What follows belongs to an exercise in optimizing a design on an open flow for small area; a production flow would make more cautious choices. The RTL was checked by simulation tests, not by an equivalence proof against the original design. The clock input has no modelled driver; a real chip could not lean on it and would need a root buffer or a full tree. Power figures rest on the tool's default switching activity, not on a simulated workload.

## morse_code_interpreter_top
module morse_code_interpreter_top (
    input clk,
    input btnL,
    input btnC,
    input btnR,
    input btnD,
    input [15:0] sw,
    input [4:0] JB,
    output reg [6:0] seg,
    output [3:0] an,
    output dp,
    output [4:0] JA,
    output led
    );
    localparam EV_NONE = 3'b000, EV_LETTER = 3'b010, EV_WORD = 3'b011,
               EV_DIT = 3'b100, EV_DASH = 3'b101;
    reg [4:0] ph;  
    always @(posedge clk) begin
        if (btnC) ph <= 5'd0;
        else ph <= {ph[3:0], ~ph[4]};
    end
    wire tick = !btnC && ph[3] && !ph[4];
    reg source_talking, source_talking_d1;
    reg [4:0] d_out_shift;
    always @(posedge clk) begin
        if (btnC) begin
            source_talking <= 1'b0;
            source_talking_d1 <= 1'b0;
            d_out_shift <= 5'd0;
        end else if (tick) begin
            if (JB[0]) source_talking <= 1'b0;
            else if (btnR) source_talking <= 1'b1;
            source_talking_d1 <= source_talking;
            d_out_shift <= {d_out_shift[3:0], btnR | JB[0]};
        end
    end
    wire rst = btnC | (source_talking ^ source_talking_d1);
    assign JA = {4'b0000, btnR};
    assign dp = 1'b1;
    assign led = ~source_talking;
    reg [4:0] refresh;
    reg [1:0] digit;
    always @(posedge clk) begin
        if (rst) begin
            refresh <= 5'd0;
            digit <= 2'd0;
        end else begin
            refresh <= refresh + 5'd1;
            if (refresh == 5'd15) digit <= digit + 2'd1;
        end
    end
    assign an = ~(4'b0001 << digit);
    reg [4:0] mcnt, scnt;
    reg md1, incl;
    reg mode_h, mode_l;
    reg [11:0] timer;
    reg tflag;
    reg [2:0] next_ev, ev;
    wire m30   = mcnt == 5'b10000;
    wire deb   = m30 | (&mcnt);
    wire rise  = m30;
    wire fall  = md1 & ~deb;
  ...
export LEC_CHECK = 0
export CAP_MARGIN = 0
export CORE_MARGIN = 2
export CORE_UTILIZATION = 60
export SLEW_MARGIN = 0
create_clock -name core_clock -period 10.0 [get_ports {clk}]
standard.sh (not shown) runs the stock make flow with config.mk's settings and CLKGATE_MAP_FILE= SYNTH_SCRIPT=/design/flow/synth_recipe.tcl, a recipe that flattens the netlist after the stock synthesis.
==> flow/flow/run.sh <==
#!/bin/bash
# Own layout flow: the standard ORFS flow (standard.sh) with these changes
# to how the layout is made:
#  1. after the standard synthesis, the combinational logic is mapped again for
#     area (Yosys + ABC); every flip-flop of the standard synthesis is kept as
#     it is (same instance, name and cell type). Each candidate netlist must be
#     proven equivalent to the standard netlist (Yosys equiv_*); the smallest
#     proven one is used, else the standard netlist is kept.
#  2. port buffers use the smallest buffer cell (buf_1)
#  3. constant outputs share one tie cell per value (no tie fan-out repair)
#  4. CTS runs without dummy clock loads; afterwards its tree is replaced by
#     four clkbuf_8, fed by the clock port, each driving the flip-flops of one
#     quarter of the die (flow/post_cts_manual.tcl)
# Each tool's output goes to a log file in this folder.
set -euo pipefail
cd "$(dirname "$0")/.."
export BUFFER_PORTS_ARGS="-buffer_cell sky130_fd_sc_hd__buf_1"
export CTS_ARGS="-sink_clustering_enable -repair_clock_nets -buf_list sky130_fd_sc_hd__clkbuf_4 -dont_use_dummy_load"
export SKIP_REPAIR_TIE_FANOUT=1
export POST_CTS_TCL="$PWD/flow/post_cts_manual.tcl" CLKTREE_K=4 CLKTREE_BUF=sky130_fd_sc_hd__clkbuf_8
YOSYS="$FLOW_HOME/../tools/install/yosys/bin/yosys"
[[ -x "$YOSYS" ]] || YOSYS=yosys
PLATFORM="${FLOW_PLATFORM:-sky130hd}"
RES="orfs/results/$PLATFORM/morse_code_interpreter_top/base"
export REOPT_LIB="$FLOW_HOME/platforms/$PLATFORM/lib/sky130_fd_sc_hd__tt_025C_1v80.lib"
export REOPT_TOP="${FLOW_TOP:-morse_code_interpreter_top}"

bash standard.sh synth > flow_synth.log 2>&1
mkdir -p reopt
cp "$RES/1_2_yosys.v" reopt/std.v

# map every candidate (up to NUM_CORES at a time), prove each one, keep the smallest
run_candidate() {
  local i=$1 script=$2
  export REOPT_IN=reopt/std.v REOPT_OUT=reopt/cand$i.v REOPT_STAT=reopt/cand$i.stat REOPT_SCRIPT="$script"
  if "$YOSYS" -c flow/reopt.tcl > reopt_map_$i.log 2>&1 \
     && REOPT_GATE=reopt/cand$i.v "$YOSYS" -c flow/equiv.tcl > reopt_equiv_$i.log 2>&1; then
    touch reopt/cand$i.ok
  fi
}
i=0
while read -r script; do
  [[ -z "$script" || "$script" == \#* ]] && continue
  i=$((i + 1))
  run_candidate $i "$script" &
  while (( $(jobs -rp | wc -l) >= ${NUM_CORES:-4} )); do sleep 1; done
done < flow/abc_scripts.txt
wait

best=""
best_area=""
for ((j = 1; j <= i; j++)); do
  if [[ -f reopt/cand$j.ok ]]; then
    area=$(awk '/Chip area/ {print $NF}' reopt/cand$j.stat)
    echo "candidate $j: area $area, proven equivalent" >> reopt.log
    if [[ -z "$best" ]] || awk -v a="$area" -v b="$best_area" 'BEGIN {exit !(a < b)}'; then
      best=reopt/cand$j.v
      best_area=$area
    fi
  else
    echo "candidate $j: failed or not proven" >> reopt.log
  fi
done

if [[ -n "$best" ]]; then
  echo "using $best (area $best_area)" >> reopt.log
  cp "$best" "$RES/1_2_yosys.v"
else
  echo "keeping the standard netlist" >> reopt.log
fi

bash standard.sh > flow_layout.log 2>&1
==> flow/flow/abc_scripts.txt <==
# ABC scripts tried for the area re-mapping, one per line
+strash;&get,-n;&deepsyn,-T,30,-S,0;&dch,-f;&nf,-R,1000,-p;&put;topo;
+strash;&get,-n;&deepsyn,-T,30,-S,2;&dch,-f;&nf,-R,1000,-p;&put;topo;
+strash;&get,-n;&deepsyn,-T,30,-S,1;&dch,-f;&nf,-R,1000,-p;&put;topo;
+strash;&get,-n;&deepsyn,-T,30,-S,3;&dch,-f;&nf,-R,1000,-p;&put;topo;
+strash;&get,-n;&st;&syn2;&dch,-f;&nf,-R,1000,-p;&st;&syn2;&dch,-f;&nf,-R,1000,-p;&put;topo;
+strash;&get,-n;&st;&dc2;&syn2;&dch,-f;&nf,-R,1000,-p;&st;&dc2;&syn2;&dch,-f;&nf,-R,1000,-p;&put;topo;
+strash;&get,-n;&dch,-f;&nf,-R,1000,-p;&put;topo;
+strash;dch,-f;map,-a;topo;
Other scripts of this flow, unchanged in this note and not shown: flow/flow/equiv.tcl, flow/flow/post_cts_manual.tcl, flow/flow/reopt.tcl
The starting point ran to the end with no violations.
Change:
--- a/flow/flow/run.sh
+++ b/flow/flow/run.sh
@@ -8,5 +8,6 @@
 #     proven one is used, else the standard netlist is kept.
 #  2. port buffers use the smallest buffer cell (buf_1)
-#  3. constant outputs share one tie cell per value (no tie fan-out repair)
+#  3. the constant outputs share one tie cell (its HI and LO outputs;
+#     flow/merge_ties.py) and no tie fan-out repair
 #  4. CTS runs without dummy clock loads; afterwards its tree is replaced by
 #     four clkbuf_8, fed by the clock port, each driving the flip-flops of one
@@ -35,4 +36,5 @@
   export REOPT_IN=reopt/std.v REOPT_OUT=reopt/cand$i.v REOPT_STAT=reopt/cand$i.stat REOPT_SCRIPT="$script"
   if "$YOSYS" -c flow/reopt.tcl > reopt_map_$i.log 2>&1 \
+     && python3 flow/merge_ties.py reopt/cand$i.v reopt/cand$i.v > reopt_ties_$i.log 2>&1 \
      && REOPT_GATE=reopt/cand$i.v "$YOSYS" -c flow/equiv.tcl > reopt_equiv_$i.log 2>&1; then
     touch reopt/cand$i.ok
--- a/flow/flow/abc_scripts.txt
+++ b/flow/flow/abc_scripts.txt
@@ -1,3 +1,7 @@
 # ABC scripts tried for the area re-mapping, one per line
++strash;&get,-n;&deepsyn,-T,60,-S,0;&deepsyn,-T,60,-S,1;&dch,-f;&nf,-R,1000,-p;&put;topo;
++strash;&get,-n;&deepsyn,-T,60,-S,0;&deepsyn,-T,60,-S,1;&dch,-f;&nf,-R,1000,-p,-C,32,-F,10,-A,6;&put;topo;&get,-n;&st;&dch,-f;&nf,-R,1000,-p,-C,32,-F,10,-A,6;&put;topo;
++strash;&get,-n;&deepsyn,-T,30,-S,0;&dch,-f;&nf,-R,1000,-p,-C,32,-F,10,-A,6;&put;topo;
++strash;&get,-n;&deepsyn,-T,30,-S,0;&dch,-f;&nf,-R,1000,-p;&put;topo;&get,-n;&st;&dch,-f;&nf,-R,1000,-p;&put;topo;
 +strash;&get,-n;&deepsyn,-T,30,-S,0;&dch,-f;&nf,-R,1000,-p;&put;topo;
 +strash;&get,-n;&deepsyn,-T,30,-S,2;&dch,-f;&nf,-R,1000,-p;&put;topo;
==> flow/flow/merge_ties.py (new file) <==
"""Merge the tie-high and the tie-low cell of a netlist into one conb_1 cell
(a conb_1 has both a HI and a LO output). Usage: merge_ties.py IN OUT"""
import re
import sys

text = open(sys.argv[1]).read()
inst = re.compile(r"  sky130_fd_sc_hd__conb_1 (\S+) \(\n    \.(HI|LO)\(([^)]*)\)\n  \);\n")
found = inst.findall(text)
hi = [f for f in found if f[1] == "HI"]
lo = [f for f in found if f[1] == "LO"]
if len(hi) == 1 and len(lo) == 1 and len(found) == 2:
    text = inst.sub(lambda m: "" if m.group(2) == "LO" else m.group(0), text)
    old = "  sky130_fd_sc_hd__conb_1 %s (\n    .HI(%s)\n  );\n" % (hi[0][0], hi[0][2])
    new = "  sky130_fd_sc_hd__conb_1 %s (\n    .HI(%s),\n    .LO(%s)\n  );\n" % (hi[0][0], hi[0][2], lo[0][2])
    assert old in text
    text = text.replace(old, new)
open(sys.argv[2], "w").write(text)
GPL_TIMING_DRIVEN = 0   (was unset)
Wire length shrinks by 3.4%.
Fmax shrinks by 4.0%.
Final area shrinks by 0.97%.
Cell count shrinks by 0.71%.
Synthesized area shrinks by 0.80%.
Register-to-register slack loses 0.63 ns.
Change:
--- a/flow/flow/run.sh
+++ b/flow/flow/run.sh
@@ -8,6 +8,5 @@
 #     proven one is used, else the standard netlist is kept.
 #  2. port buffers use the smallest buffer cell (buf_1)
-#  3. the constant outputs share one tie cell (its HI and LO outputs;
-#     flow/merge_ties.py) and no tie fan-out repair
+#  3. constant outputs share one tie cell per value (no tie fan-out repair)
 #  4. CTS runs without dummy clock loads; afterwards its tree is replaced by
 #     four clkbuf_8, fed by the clock port, each driving the flip-flops of one
@@ -36,5 +35,4 @@
   export REOPT_IN=reopt/std.v REOPT_OUT=reopt/cand$i.v REOPT_STAT=reopt/cand$i.stat REOPT_SCRIPT="$script"
   if "$YOSYS" -c flow/reopt.tcl > reopt_map_$i.log 2>&1 \
-     && python3 flow/merge_ties.py reopt/cand$i.v reopt/cand$i.v > reopt_ties_$i.log 2>&1 \
      && REOPT_GATE=reopt/cand$i.v "$YOSYS" -c flow/equiv.tcl > reopt_equiv_$i.log 2>&1; then
     touch reopt/cand$i.ok
==> flow/flow/abc_scripts.txt (replaced) <==
# ABC scripts tried for the area re-mapping, one per line
+strash;&get,-n;&deepsyn,-T,30,-S,0;&dch,-f;&nf,-R,1000,-p;&put;topo;
+strash;&get,-n;&deepsyn,-T,30,-S,2;&dch,-f;&nf,-R,1000,-p;&put;topo;
+strash;&get,-n;&deepsyn,-T,30,-S,1;&dch,-f;&nf,-R,1000,-p;&put;topo;
+strash;&get,-n;&deepsyn,-T,30,-S,3;&dch,-f;&nf,-R,1000,-p;&put;topo;
+strash;&get,-n;&st;&syn2;&dch,-f;&nf,-R,1000,-p;&st;&syn2;&dch,-f;&nf,-R,1000,-p;&put;topo;
+strash;&get,-n;&st;&dc2;&syn2;&dch,-f;&nf,-R,1000,-p;&st;&dc2;&syn2;&dch,-f;&nf,-R,1000,-p;&put;topo;
+strash;&get,-n;&dch,-f;&nf,-R,1000,-p;&put;topo;
+strash;dch,-f;map,-a;topo;
CORE_UTILIZATION = 75   (was 60)
GPL_TIMING_DRIVEN = unset   (was 0)
PLACE_DENSITY = 0.85   (was unset)
removed: flow/flow/merge_ties.py
Flip-flop and latch count stays the same.
Die area fell by about a fifth.
Worst setup slack improved by 0.23 ns.
Change:
--- a/flow/flow/abc_scripts.txt
+++ b/flow/flow/abc_scripts.txt
@@ -1,3 +1,7 @@
 # ABC scripts tried for the area re-mapping, one per line
++strash;&get,-n;&deepsyn,-T,60,-S,0;&deepsyn,-T,60,-S,1;&dch,-f;&nf,-R,1000,-p;&put;topo;
++strash;&get,-n;&deepsyn,-T,60,-S,0;&deepsyn,-T,60,-S,1;&dch,-f;&nf,-R,1000,-p,-C,32,-F,10,-A,6;&put;topo;&get,-n;&st;&dch,-f;&nf,-R,1000,-p,-C,32,-F,10,-A,6;&put;topo;
++strash;&get,-n;&deepsyn,-T,30,-S,0;&dch,-f;&nf,-R,1000,-p,-C,32,-F,10,-A,6;&put;topo;
++strash;&get,-n;&deepsyn,-T,30,-S,0;&dch,-f;&nf,-R,1000,-p;&put;topo;&get,-n;&st;&dch,-f;&nf,-R,1000,-p;&put;topo;
 +strash;&get,-n;&deepsyn,-T,30,-S,0;&dch,-f;&nf,-R,1000,-p;&put;topo;
 +strash;&get,-n;&deepsyn,-T,30,-S,2;&dch,-f;&nf,-R,1000,-p;&put;topo;
CORE_UTILIZATION = 60   (was 75)
PLACE_DENSITY = unset   (was 0.85)
What happened: Design area came out higher by about 0.34%. Global-route usage decreases by 9.3 points. Die area increases by about 23%. Clock power is about the same. Wire length drops by 14%. Core utilization decreases by 17 points. Power falls by 0.83%. Clock skew barely changes. Maximum frequency rises by about 7%. Synthesized cell count drops by about 0.3%. Critical path depth stays the same.
Change:
--- a/flow/flow/run.sh
+++ b/flow/flow/run.sh
@@ -9,7 +9,6 @@
 #  2. port buffers use the smallest buffer cell (buf_1)
 #  3. constant outputs share one tie cell per value (no tie fan-out repair)
-#  4. CTS runs without dummy clock loads; afterwards its tree is replaced by
-#     four clkbuf_8, fed by the clock port, each driving the flip-flops of one
-#     quarter of the die (flow/post_cts_manual.tcl)
+#  4. CTS uses clkbuf_4 and inserts no dummy clock loads; afterwards a clock
+#     buffer that drives more than 10 pins is made a clkbuf_8 (flow/post_cts.tcl)
 # Each tool's output goes to a log file in this folder.
 set -euo pipefail
==> flow/flow/abc_scripts.txt (replaced) <==
# ABC scripts tried for the area re-mapping, one per line
+strash;&get,-n;&deepsyn,-T,30,-S,0;&dch,-f;&nf,-R,1000,-p;&put;topo;
+strash;&get,-n;&deepsyn,-T,30,-S,2;&dch,-f;&nf,-R,1000,-p;&put;topo;
+strash;&get,-n;&deepsyn,-T,30,-S,1;&dch,-f;&nf,-R,1000,-p;&put;topo;
+strash;&get,-n;&deepsyn,-T,30,-S,3;&dch,-f;&nf,-R,1000,-p;&put;topo;
+strash;&get,-n;&st;&syn2;&dch,-f;&nf,-R,1000,-p;&st;&syn2;&dch,-f;&nf,-R,1000,-p;&put;topo;
+strash;&get,-n;&st;&dc2;&syn2;&dch,-f;&nf,-R,1000,-p;&st;&dc2;&syn2;&dch,-f;&nf,-R,1000,-p;&put;topo;
+strash;&get,-n;&dch,-f;&nf,-R,1000,-p;&put;topo;
+strash;dch,-f;map,-a;topo;
Result:
- worst hold slack got worse by 0.013 ns
- fmax shrinks by a few percent
- sequential share of layout area came out lower by 0.21 points
- wire length grows by a few percent
- total power fell slightly
- first-iteration DRC count rises by well over a third
- setup slack loses 0.33 ns
- core utilization came out lower by 0.15 points
Change:
--- a/flow/flow/run.sh
+++ b/flow/flow/run.sh
@@ -9,6 +9,7 @@
 #  2. port buffers use the smallest buffer cell (buf_1)
 #  3. constant outputs share one tie cell per value (no tie fan-out repair)
-#  4. CTS uses clkbuf_4 and inserts no dummy clock loads; afterwards a clock
-#     buffer that drives more than 10 pins is made a clkbuf_8 (flow/post_cts.tcl)
+#  4. CTS runs without dummy clock loads; afterwards its tree is replaced by
+#     four clkbuf_8, fed by the clock port, each driving the flip-flops of one
+#     quarter of the die (flow/post_cts_manual.tcl)
 # Each tool's output goes to a log file in this folder.
 set -euo pipefail
--- a/flow/flow/abc_scripts.txt
+++ b/flow/flow/abc_scripts.txt
@@ -1,3 +1,7 @@
 # ABC scripts tried for the area re-mapping, one per line
++strash;&get,-n;&deepsyn,-T,60,-S,0;&deepsyn,-T,60,-S,1;&dch,-f;&nf,-R,1000,-p;&put;topo;
++strash;&get,-n;&deepsyn,-T,60,-S,0;&deepsyn,-T,60,-S,1;&dch,-f;&nf,-R,1000,-p,-C,32,-F,10,-A,6;&put;topo;&get,-n;&st;&dch,-f;&nf,-R,1000,-p,-C,32,-F,10,-A,6;&put;topo;
++strash;&get,-n;&deepsyn,-T,30,-S,0;&dch,-f;&nf,-R,1000,-p,-C,32,-F,10,-A,6;&put;topo;
++strash;&get,-n;&deepsyn,-T,30,-S,0;&dch,-f;&nf,-R,1000,-p;&put;topo;&get,-n;&st;&dch,-f;&nf,-R,1000,-p;&put;topo;
 +strash;&get,-n;&deepsyn,-T,30,-S,0;&dch,-f;&nf,-R,1000,-p;&put;topo;
 +strash;&get,-n;&deepsyn,-T,30,-S,2;&dch,-f;&nf,-R,1000,-p;&put;topo;
GPL_TIMING_DRIVEN = 0   (was unset)
The changed run completed without violations; worst setup slack gains 0.21 ns; wire length fell slightly; clock skew fell by 0.0054 ns.
In every run of this note, the design's own scripts or RTL, not TritonCTS, make the clock network.

[port drivers added, routing unchanged]
In the flow no input, the clock included, has a driving cell. The finished layouts below were timed again as built, in two steps. Step 1 (the two cells are an assumption about what drives the block):
set clk [get_ports {clk}]
set_driving_cell -lib_cell sky130_fd_sc_hd__clkbuf_16 $clk
set_driving_cell -lib_cell sky130_fd_sc_hd__buf_2 [delete_from_list [all_inputs] $clk]
Step 2 moves the port delays by t, midway between the first and last clock arrival at a register: inputs arrive t later, outputs are due t later. That takes back most of the time a late clock gives input paths. Slacks: ideal ports / drivers / drivers and shift; pairs: ideal ports / drivers.
run | shift t [ns] | slack for setup (ns) | worst hold slack (ns) | worst setup path at the end
the first run | 0.222 | 4.846 / 4.787 / 5.009 | 0.418 / 0.418 / 0.418 | register to output
the second run | 0.215 | 4.629 / 4.663 / 4.448 | 0.448 / 0.448 / 0.448 | input to register
the third run | 0.230 | 4.859 / 4.797 / 5.026 | 0.409 / 0.409 / 0.409 | register to output
the fourth run | 0.221 | 5.179 / 5.122 / 5.343 | 0.431 / 0.431 / 0.431 | register to output
the fifth run | 0.222 | 4.846 / 4.787 / 5.009 | 0.418 / 0.418 / 0.418 | register to output
the sixth run | 0.221 | 5.055 / 5.094 / 4.873 | 0.443 / 0.443 / 0.443 | input to register
After both steps every run listed still meets setup and hold. For the sixth run, which loses most, drivers alone change the setup slack by +0.039 ns; drivers and shift together by -0.182 ns.
